From an optimization exercise on the open Yosys and OpenROAD flow, aimed at a short achievable clock period and few clock cycles; shortcuts taken in it are not production practice.
In this exercise RTL edits were held to simulation tests only and were not proved equivalent to the original.
Power and IR drop assume default switching activity.

$ cat design/flow/run.sh
#!/bin/bash
# synth_recipe.tcl (not shown) runs the flow's synth.tcl, then flattens the netlist and writes it again
# the make line also repeats each setting of config.mk as NAME=value (left out here)
make -C /OpenROAD-flow-scripts/flow DESIGN_CONFIG=/design/flow/config.mk WORK_HOME=/design/flow/orfs CLKGATE_MAP_FILE= SYNTH_SCRIPT=/design/flow/synth_recipe.tcl finish
$ cat design/flow/config.mk
export PLATFORM = sky130hd
export DESIGN_NAME = projectCPU2022
export DESIGN_NICKNAME = projectCPU2022
export VERILOG_FILES = /design/flow/design.v
export SDC_FILE = /design/flow/constraint.sdc
export NUM_CORES = 4
export LEC_CHECK = 0
export CAP_MARGIN = 20
export CORE_MARGIN = 2
export CORE_UTILIZATION = 40
export SLEW_MARGIN = 20
$ cat design/flow/constraint.sdc
create_clock -name core_clock -period 6.0 [get_ports {clk}]
set_input_delay 1.2000 -clock core_clock [delete_from_list [all_inputs] [get_ports {clk}]]
set_output_delay 1.2000 -clock core_clock [all_outputs]
set_load 0.01 [all_outputs]
$ cat design/flow/design.v
`timescale 1ns / 1ps
module projectCPU2022(
  clk,
  rst,
  wrEn,
  data_fromRAM,
  addr_toRAM,
  data_toRAM
);
parameter ADD = 0;
parameter NOR = 1;
parameter SRL = 2;
parameter RRL = 3;
parameter CMP = 4;
parameter BZ = 5;
parameter CP2W = 6;
parameter CPfW = 7;
parameter RI = 0;  
parameter DE = 1;  
parameter RD4 = 2;  
parameter EX = 3;  
input clk, rst;
input wire [15:0] data_fromRAM;
output reg [15:0] data_toRAM;
output reg wrEn;
output reg [12:0] addr_toRAM;
reg [12:0] PC;  
reg [15:0] W;  
reg [12:0] PCNext;
reg [15:0] WNext;
reg [2:0] state, stateNext;
reg [2:0] opcode, opcodeNext;
reg [12:0] operandA, operandANext;
reg [15:0] starA, starANext;
always @(posedge clk) begin
	state 	<= stateNext;
	PC 		<= PCNext;
	opcode 	<= opcodeNext;
	operandA <= operandANext;
	starA 	<= starANext;
	W 			<= WNext;
end
always @(*) begin
	stateNext    = state;
	PCNext 		 = PC;
	opcodeNext   = opcode;
	operandANext = operandA;
	starANext 	 = starA;
	WNext 		 = W;
	addr_toRAM   = 0;
	data_toRAM   = 0;
	wrEn         = 0;
	if(rst) begin
		stateNext 	 = 0;
		PCNext 	 	 = 0;
		opcodeNext   = 0;
		operandANext = 0;
		starANext 	 = 0;
		WNext 		 = 0;
		addr_toRAM   = 0;
		data_toRAM   = 0;
		wrEn         = 0;
	end
	else begin
		case(state)
			RI : begin
				PCNext 		 = PC;
				opcodeNext   = opcode;
				operandANext = 0;
				starANext 	 = 0;
				WNext 		 = W;
				addr_toRAM   = PC;
				data_toRAM   = 0;
				wrEn         = 0;
				stateNext 	 = DE;
			end
			DE : begin   
				PCNext = PC;
				opcodeNext = data_fromRAM[15:13];
				operandANext = data_fromRAM[12:0];
				starANext = 0;
				addr_toRAM = data_fromRAM[12:0] == 0 ? 4 : data_fromRAM[12:0];  
				WNext = W;
				wrEn = 0;
				data_toRAM = 0;
				stateNext = data_fromRAM[12:0] == 0 ? RD4 : EX;
			end
			RD4 : begin  
				PCNext = PC;
				opcodeNext = opcode;
				operandANext = data_fromRAM;
				addr_toRAM = operandANext;   
			   WNext = W;
				wrEn = 0;
				data_toRAM = 0;
				stateNext = EX;
			end
			EX : begin 
				starANext = data_fromRAM;  
				case(opcode)
					ADD : begin
						WNext = W + starANext;
						PCNext = PC+1;
						stateNext = RI;
					end
					NOR : begin
						WNext = ~(W | starANext);
						PCNext = PC+1;
						stateNext = RI;
					end
					SRL : begin
						if(starANext < 16) begin
                     WNext = W >> starANext;
                  end
                  else begin
                     WNext = W << (starANext - 16);
							if(starANext >= 32) begin
								WNext = W << (starANext % 16);
							end
						end
						PCNext = PC+1;
						stateNext = RI;
					end
					RRL : begin
						if(starANext < 16) begin
							WNext = (W >> starANext) | (W << (16 - starANext));
						end
						else begin 
							WNext = (W << (starANext - 16)) | (W >> (16 - (starANext - 16)));
							if(starANext >= 32) begin
								WNext = (W << (starANext % 16)) | (W >> (16 - (starANext % 16)));
							end
						end
						PCNext = PC+1;
						stateNext = RI;
					end
					CMP : begin
						if(WNext < starANext)
							WNext = 65535;
						else if(W == starANext)
							WNext = 0;
						else
							WNext = 1;
						PCNext = PC+1;
						stateNext = RI;
					end
					BZ : begin
						if(starANext == 0) begin
							PCNext = W;
						end
						else begin 
							PCNext = PC+1;
						end
						stateNext = RI;	
					end
					CP2W : begin
						WNext = starANext;
						PCNext = PC+1;
						stateNext = RI;
					end
					CPfW : begin
						wrEn = 1;
						addr_toRAM = operandA;
						data_toRAM = W;
						PCNext = PC+1;
						stateNext = RI;
					end
				endcase	
			end
			default: begin 
				PCNext = 0;
				stateNext = 0;
				WNext = 0;
				opcodeNext = 0;
				operandANext = 0;
				starANext = 0;
				addr_toRAM = 0;
				wrEn = 0;
				data_toRAM = 0;
			end
		endcase
	end
end
endmodule
==> notes.md <==
[cell families (layout without fill, tap and decap cells)]
kind of cell / after synthesis / after routing / share of synthesized area [%]
buf+inv: 144 / 162 / 7.027
fa+ha+maj: 60 / 60 / 9.217
xor+xnor: 19 / 19 / 2.114
other cells: 0 / 1 / 0
simple gates: 429 / 429 / 26.24
mux: 87 / 87 / 13.55
flops: 47 / 47 / 11.44
compound gates: 366 / 366 / 30.42
[power groups by stage]
stage          registers [mW]  logic [mW]  clock network [mW]
3_5_place_dp            0.459        1.33                   0
6_report                0.458        1.37               0.303
5_1_grt                 0.464        1.46               0.316
2_1_floorplan           0.417       0.888                   0
4_1_cts                 0.452        1.34               0.303
3_3_place_gp            0.459        1.33                   0
[how the worst max path moves through the flow]
stage | startpoint | to | slack, ps | depth (start not counted)
6_report | data_fromRAM[9] | addr_toRAM[3] | 710 | 9
5_1_grt | data_fromRAM[9] | addr_toRAM[5] | 500 | 9
4_1_cts | data_fromRAM[9] | addr_toRAM[9] | 730 | 9
3_5_place_dp | data_fromRAM[9] | addr_toRAM[9] | 730 | 9
3_3_place_gp | data_fromRAM[9] | addr_toRAM[9] | 810 | 9
2_1_floorplan | data_fromRAM[0] | addr_toRAM[8] | 1380 | 11
[placed cells by master (no fill, tap or decap), types with 22 or more instances in the layout]
cell / Yosys / routed
a21oi_1: 82 / 82
a22oi_1: 31 / 31
and2_1: 22 / 22
buf_4: 2 / 57
clkdlybuf4s50_1: 0 / 45
dfxtp_1: 47 / 47
ha_1: 59 / 58
inv_1: 47 / 47
mux2_2: 25 / 25
mux2i_1: 45 / 45
nand2_1: 104 / 104
nand2b_1: 22 / 22
nand3_1: 31 / 31
nor2_1: 117 / 117
nor3_1: 38 / 37
o21ai_0: 67 / 67
[final cells by class]
type / instances / area share (%)
antenna: 1 / 0.02705
multi-input combinational: 961 / 72.88
tap: 270 / 3.652
sequential: 47 / 10.17
inverter: 50 / 2.029
clock buffer: 5 / 1.352
timing repair buffer: 104 / 9.602
clock inverter: 3 / 0.2840
[state kept, by name, summed over array words and instances, names as in the netlist]
| register | cells |
|---|---|
| opcode | 3 |
| W | 16 |
| operandA | 13 |
| state | 2 |
| PC | 13 |
[worst max-delay path, delay by kind of cell]
family          cells  cell delay [ps]
buf+inv             3             1390
simple gates        4              480
compound gates      2             1010
[metal layers]
layer / vias to the layer above / GRT usage [%] / share of wire, %
met5: - / 0 / 0
met4: 0 / 16.73 / 5.4
met3: 147 / 6.759 / 9.6
met2: 611 / 52.87 / 43
met1: 4585 / 47.39 / 42
li1: 4348 / - / -
[per-stage QoR]
stage,hold slack [ps],power [mW],cell area [sq um]
2_1_floorplan,479.3,1.305,8227
3_3_place_gp,494.3,1.789,9082
3_5_place_dp,502.4,1.786,9090
4_1_cts,521.8,2.092,9241
5_1_grt,538.8,2.239,9249
6_report,519.4,2.134,9251
==> flow_summary.json <==
{
  "core.rowCount": 52,
  "reg2regPathDepth": 11,
  "hold_path.class": "flop to flop",
  "relSlewSlack_pct": 27.71,
  "finalHoldViolations": 0,
  "r2r_start": "W[1]",
  "crit_type": "input pin to output pin",
  "r2r_end": "W[9]",
  "avgRoutedWirePerCell_um": 26.80,
  "internal_power_mw": 1.018,
  "drtIter0Drc": 1198,
  "synth_area_sq_um": 8227,
  "yosys_warnings": 1,
  "multi_input_area_sq_um": 6743,
  "synth_top_area_cell": "dfxtp_1",
  "crit_path_top_delay_cell": "o21bai_1",
  "crit_fanout": 12,
  "p_sw_mw": 1.116,
  "fin_util_pct": 45.72,
  "gp_congestion": 1.043,
  "synth.most_common_cell": "nor2_1",
  "ys_top_cells_by_area": "dfxtp_1 (11%), ha_1 (9.0%), mux2i_1 (5.5%)",
  "maxCapViolations": 0,
  "grt_max_degree": 47,
  "cts_tree": "built",
  "vias": 9691,
  "worstMarginPinSlew_ps": 1082,
  "cp.arrival_ps": 4090,
  "p_sw_share_pct": 52.31,
  "nNetsFinal": 1247,
  "dpl_worst_slack_ps": 732.5,
  "fin_setup_tns_ps": 0,
  "drc_errors": 0,
  "power_frac_comb_pct": 64.3,
  "synth_edf_count": 0,
  "synth_top_area_share_pct": 11.44,
  "drt_wl_total_mm": 38.62,
  "cts_made_buffers": 5,
  "start_kind": "input pin",
  "coreArea_sq_um": 20230,
  "netlist_instances": 1152,
  "syn-num-nets": 1230,
  "die_y_um": 147.4,
  "ys.flop_type": "dfxtp_1",
  "path_cells": "clkdlybuf4s50_1 -> buf_4 -> nor4_1 -> nand4_1 -> nor2_1 -> o21bai_1 -> nand2_1 -> a21oi_1 -> clkdlybuf4s50_1",
  "start_util_pct": 40.66,
  "r2r_slack_ps": 2370,
  "seqPwrFrac_pct": 21.4,
  "io_pins": 48,
  "fin_crit_sh_pct": 88.17,
  "grt_pass1_wl_mm": 57.79,
  "place_hpwl_mm": 28.99,
  "setup_viol": 0,
  "finalClockSkew_ps": 8.469,
  "hold_end": "operandA[12]",
  "grt_usage_pct": 34.79,
  "ys_seq_elements": 47,
  "period_needed_ps": 5290,
  "synthArstFlopShare_pct": 0,
  "clockBufferDepth": 2,
  "viasPerCell": 6.725,
  "rsz0062_at_grt": "no",
  "synth.avg_cell_area_sq_um": 7.141,
  "clk_pin_slew_ps": 80,
  "synth_commonest_cells": "nor2_1 (117), nand2_1 (104), a21oi_1 (82), clkbuf_1 (69), o21ai_0 (67)",
  "end_kind": "output pin",
  "synthToLayoutAreaGrowth_pct": 12.46,
  "ys_types": 90,
  "root_buffer": "clkbuf_16",
  "fin_ws_ps": 709.6,
  "cts_max_level": 2,
  "clkPwrFrac_pct": 14.2,
  "crit_path_frequent_cell": "clkdlybuf4s50_1",
  "die_area_sq_um": 21730,
  "cts_sinks": 47,
  "port-buffer-count": 47,
  "seqCellArea_sq_um": 940.9,
  "drv_slew": 0,
  "p_per_area_nw_per_um2": 230.7,
  "cts_resized": 0,
  "p_leak_nw": 3.455,
  "gr-total-overflow": 0,
  "die_x_um": 147.4,
  "post_layout_nonfiller_instances": 1441,
  "crit_required_ps": 4800,
  "drive_gt1_share_pct": 12.31,
  "clock.fmax_ghz": 0.1890,
  "antenna_found_initial": 1,
  "ir_drop_mv": 0.1586,
  "ant_nets": 0,
  "status": "complete, no violations",
  "fillCellCount": 2141,
  "grt_pass1_vias": 8986,
  "hp-start": "operandA[12]",
  "clk_latency_ps": 300,
  "synth.yosys.seq_area_share_pct": 11.44,
  "holdPathStages": 2,
  "post_cts.repair.setup_buffers": 0,
  "max_stage_delay_ps": 830,
  "hold_buffers": 0,
  "dr.pass1.iters": 6,
  "dp_cells": 1431
}
Testbench counts, summed over its fixed seeds: cycles 1,092,193.

==> separate check: timing with driven ports <==
In the flow no input, the clock included, has a driving cell. The finished layout below was timed again as built, in two steps. Step 1: set_driving_cell puts a clkbuf_16 on clk and a buf_2 on each other input, an assumption about the parent block. Step 2 times the ports against the registers' clock, not the clock port: input delays grow and output delays shrink by t, the midpoint of the rising clock arrivals with the driver on. a / b / c = ideal ports / drivers / drivers and shift; a / b = the first two.
t, ns: 0.344
slack for setup (ns): 0.710 / 0.687 / 0.631
latest minus earliest clock arrival (ns): 0.008 / 0.008
worst slew at a driven data input, ns: 0.04
After both steps setup and hold are still met in this run. For this run, drivers alone change the setup slack by -0.023 ns; drivers and shift together by -0.079 ns.
